Background: an optimization exercise with open tools, aiming at small area and a short achievable clock period. Do not read the settings as production practice.
Where RTL was checked, it was by simulation tests only, not by an equivalence proof against the original.
No activity file was given, so power comes from the tool's default toggle rates.

Setup of run 1:
==> flow/design.v (excerpt) <==
module lc4_processor
   (input  wire        clk,
    input  wire        rst,
    input  wire        gwe,
    output wire [15:0] o_cur_pc,
    input  wire [15:0] i_cur_insn,
    output wire [15:0] o_dmem_addr,
    input  wire [15:0] i_cur_dmem_data,
    output wire        o_dmem_we,
    output wire [15:0] o_dmem_towrite,
    output wire [1:0]  test_stall,
    output wire [15:0] test_cur_pc,
    output wire [15:0] test_cur_insn,
    output wire        test_regfile_we,
    output wire [2:0]  test_regfile_wsel,
    output wire [15:0] test_regfile_data,
    output wire        test_nzp_we,
    output wire [2:0]  test_nzp_new_bits,
    output wire        test_dmem_we,
    output wire [15:0] test_dmem_addr,
    output wire [15:0] test_dmem_data);
Size in the first run: about 5100 cells after synthesis, ~350 flip-flops, about 180 I/O pins, roughly 31000 µm² of cells after synthesis.
export LEC_CHECK = 0
export ABC_AREA = 1
export CAP_MARGIN = 20
export CORE_MARGIN = 2
export CORE_UTILIZATION = 55
export CTS_BUF_LIST = sky130_fd_sc_hd__clkbuf_8
export SLEW_MARGIN = 20
create_clock -name core_clock -period 40.0 [get_ports {clk}]
standard.sh (not shown) runs the stock make flow with config.mk's settings and CLKGATE_MAP_FILE= SYNTH_SCRIPT=/design/flow/synth_recipe.tcl, a recipe that flattens the netlist after the stock synthesis.
==> flow/flow/run.sh <==
#!/bin/bash
set -eo pipefail
cd "$(dirname "$0")/.."
export BUFFER_PORTS_ARGS="-buffer_cell sky130_fd_sc_hd__buf_1"
SETUP_SLACK_MARGIN=27 bash standard.sh cts > standard_cts.log 2>&1
bash standard.sh > standard.log 2>&1
Edits applied to the flow inputs when going from run 1 to run 2:
Settings: CORE_UTILIZATION now 40, was 55.
==> flow/flow/run.sh <==
#!/bin/bash
set -eo pipefail
cd "$(dirname "$0")/.."
export BUFFER_PORTS_ARGS="-buffer_cell sky130_fd_sc_hd__buf_1"
SETUP_SLACK_MARGIN=26 bash standard.sh cts > standard_cts.log 2>&1
bash standard.sh > standard.log 2>&1
Findings:
- Going from run 1 to run 2, number of inserted diodes shrinks by 3.
- Run 2 ended up with a lower hold slack than run 1 did.
- Of run 2 and run 1, it is run 2 that has the higher area after detailed placement.
For run 3, these inputs were changed with respect to run 2:
==> flow/flow/run.sh <==
#!/bin/bash
set -eo pipefail
cd "$(dirname "$0")/.."
export BUFFER_PORTS_ARGS="-buffer_cell sky130_fd_sc_hd__buf_1"
SETUP_SLACK_MARGIN=27 bash standard.sh cts > standard_cts.log 2>&1
bash standard.sh > standard.log 2>&1
[summary]
On multi-input combinational cell count, run 2 tracks run 3 almost exactly. Run 3 against run 2: clock share of power went down 1.3 points, power per cell area went down about 0.8%, number of cell rows held. Run 2 and run 3 ended up with nearly the same register area share after synthesis. More vias were needed by run 3 than by run 2.
No functional check of the RTL was part of any run of this note.

========
lc4_processor, a different RTL version from the one above (not shown whole).
Size: ~5200 cells after synthesis, roughly 380 flip-flops, roughly 180 I/O pins, roughly 33000 um2 of cells after synthesis.
clock: 40.0 ns
lec_check: 0
abc_area: 1
cap_margin: 20
core_margin: 2
core_utilization: 40
cts_buf_list: sky130_fd_sc_hd__clkbuf_8
slew_margin: 20
==> flow/flow/run.sh <==
#!/bin/bash
set -eo pipefail
cd "$(dirname "$0")/.."
export BUFFER_PORTS_ARGS="-buffer_cell sky130_fd_sc_hd__buf_1"
SETUP_SLACK_MARGIN=28.7 bash standard.sh cts > standard_cts.log 2>&1
bash standard.sh > standard.log 2>&1
The first run produced a clean layout.
Edit:
==> flow/flow/run.sh (replaced) <==
#!/bin/bash
set -eo pipefail
cd "$(dirname "$0")/.."
export BUFFER_PORTS_ARGS="-buffer_cell sky130_fd_sc_hd__buf_1"
SETUP_SLACK_MARGIN=28 bash standard.sh cts > standard_cts.log 2>&1
bash standard.sh > standard.log 2>&1
- CORE_UTILIZATION: 40 -> 50
- PLACE_DENSITY: unset -> 0.7
What happened: Power decreases by roughly a tenth. Non-clock buffer count decreases by 153. Cell count decreases by a few percent. Worst setup slack gets worse by 0.67 ns. Combinational power decreases by roughly a tenth. Wire length decreases by a little under a tenth. Maximum frequency decreases by a few percent. Via count decreases slightly.
Edit:
==> flow/flow/run.sh (replaced) <==
#!/bin/bash
set -eo pipefail
cd "$(dirname "$0")/.."
export BUFFER_PORTS_ARGS="-buffer_cell sky130_fd_sc_hd__buf_1"
SETUP_SLACK_MARGIN=28 bash standard.sh cts > standard_cts.log 2>&1
SETUP_SLACK_MARGIN=27.5 bash standard.sh > standard.log 2>&1
- CORE_UTILIZATION: 50 -> 40
- PLACE_DENSITY: 0.7 -> unset
The changed run passed the timing, design-rule and antenna checks.
Core utilization came out lower by 7.6 points.
Routed wire length came out higher by 7.6%.
Synthesized cell count stays the same.
Die area came out higher by 25%.
Final area grows by 8.0%.
Clock power grows by 16%.
Edit:
==> flow/flow/run.sh (replaced) <==
#!/bin/bash
set -eo pipefail
cd "$(dirname "$0")/.."
export BUFFER_PORTS_ARGS="-buffer_cell sky130_fd_sc_hd__buf_1"
SETUP_SLACK_MARGIN=28 bash standard.sh cts > standard_cts.log 2>&1
bash standard.sh > standard.log 2>&1
- CORE_UTILIZATION: 40 -> 50
- CTS_CLUSTER_SIZE: unset -> 20
- PLACE_DENSITY: unset -> 0.7
After rerunning: Total power goes down by roughly a tenth; wire length goes down by a little under a tenth; combinational power goes down by roughly a tenth; cell count goes down by a few percent; cell area goes down by a little under a tenth; setup slack got worse by 0.37 ns.
Edit:
- CORE_UTILIZATION: 50 -> 40
- CTS_CLUSTER_SIZE: 20 -> unset
- PLACE_DENSITY: 0.7 -> unset
Effect:
- via count is about the same
- clock skew barely changes
- final area came out higher by a few percent

==> what the ideal ports hide <==
How much do the figures lean on ideal ports? The routed layouts below were timed once more, with nothing changed but the port constraints.
Step 1: set_driving_cell puts a clkbuf_16 on clk and a buf_2 on each other input, an assumption about the parent block.
Step 2, shift: input delay + t, output delay - t, t = (earliest + latest rising clock arrival at the registers) / 2. This alone moves slack from input paths to output paths.
Slacks: no drivers / after step 1 / after step 2; pairs: no drivers / after step 1.
| run | t (ns) | setup slack, ns | hold WS [ns] |
|---|---|---|---|
| run 1 | 0.650 | 26.340 / 26.340 / 26.340 | 0.422 / 0.422 / 0.422 |
| run 2 | 0.722 | 25.524 / 25.524 / 25.524 | 0.418 / 0.418 / 0.418 |
| run 3 | 0.722 | 26.239 / 26.239 / 26.239 | 0.420 / 0.420 / 0.420 |
| the first run of note 2 | 0.696 | 28.192 / 28.192 / 28.192 | 0.420 / 0.420 / 0.420 |
| the second run of note 2 | 0.702 | 27.524 / 27.524 / 27.524 | 0.419 / 0.419 / 0.419 |
| the third run of note 2 | 0.696 | 27.897 / 27.834 / 27.990 | 0.420 / 0.420 / 0.420 |
| the fourth run of note 2 | 0.702 | 27.524 / 27.524 / 27.524 | 0.419 / 0.419 / 0.419 |
| the fifth run of note 2 | 0.700 | 27.623 / 27.623 / 27.623 | 0.419 / 0.419 / 0.419 |
After both steps every run listed still meets setup and hold.
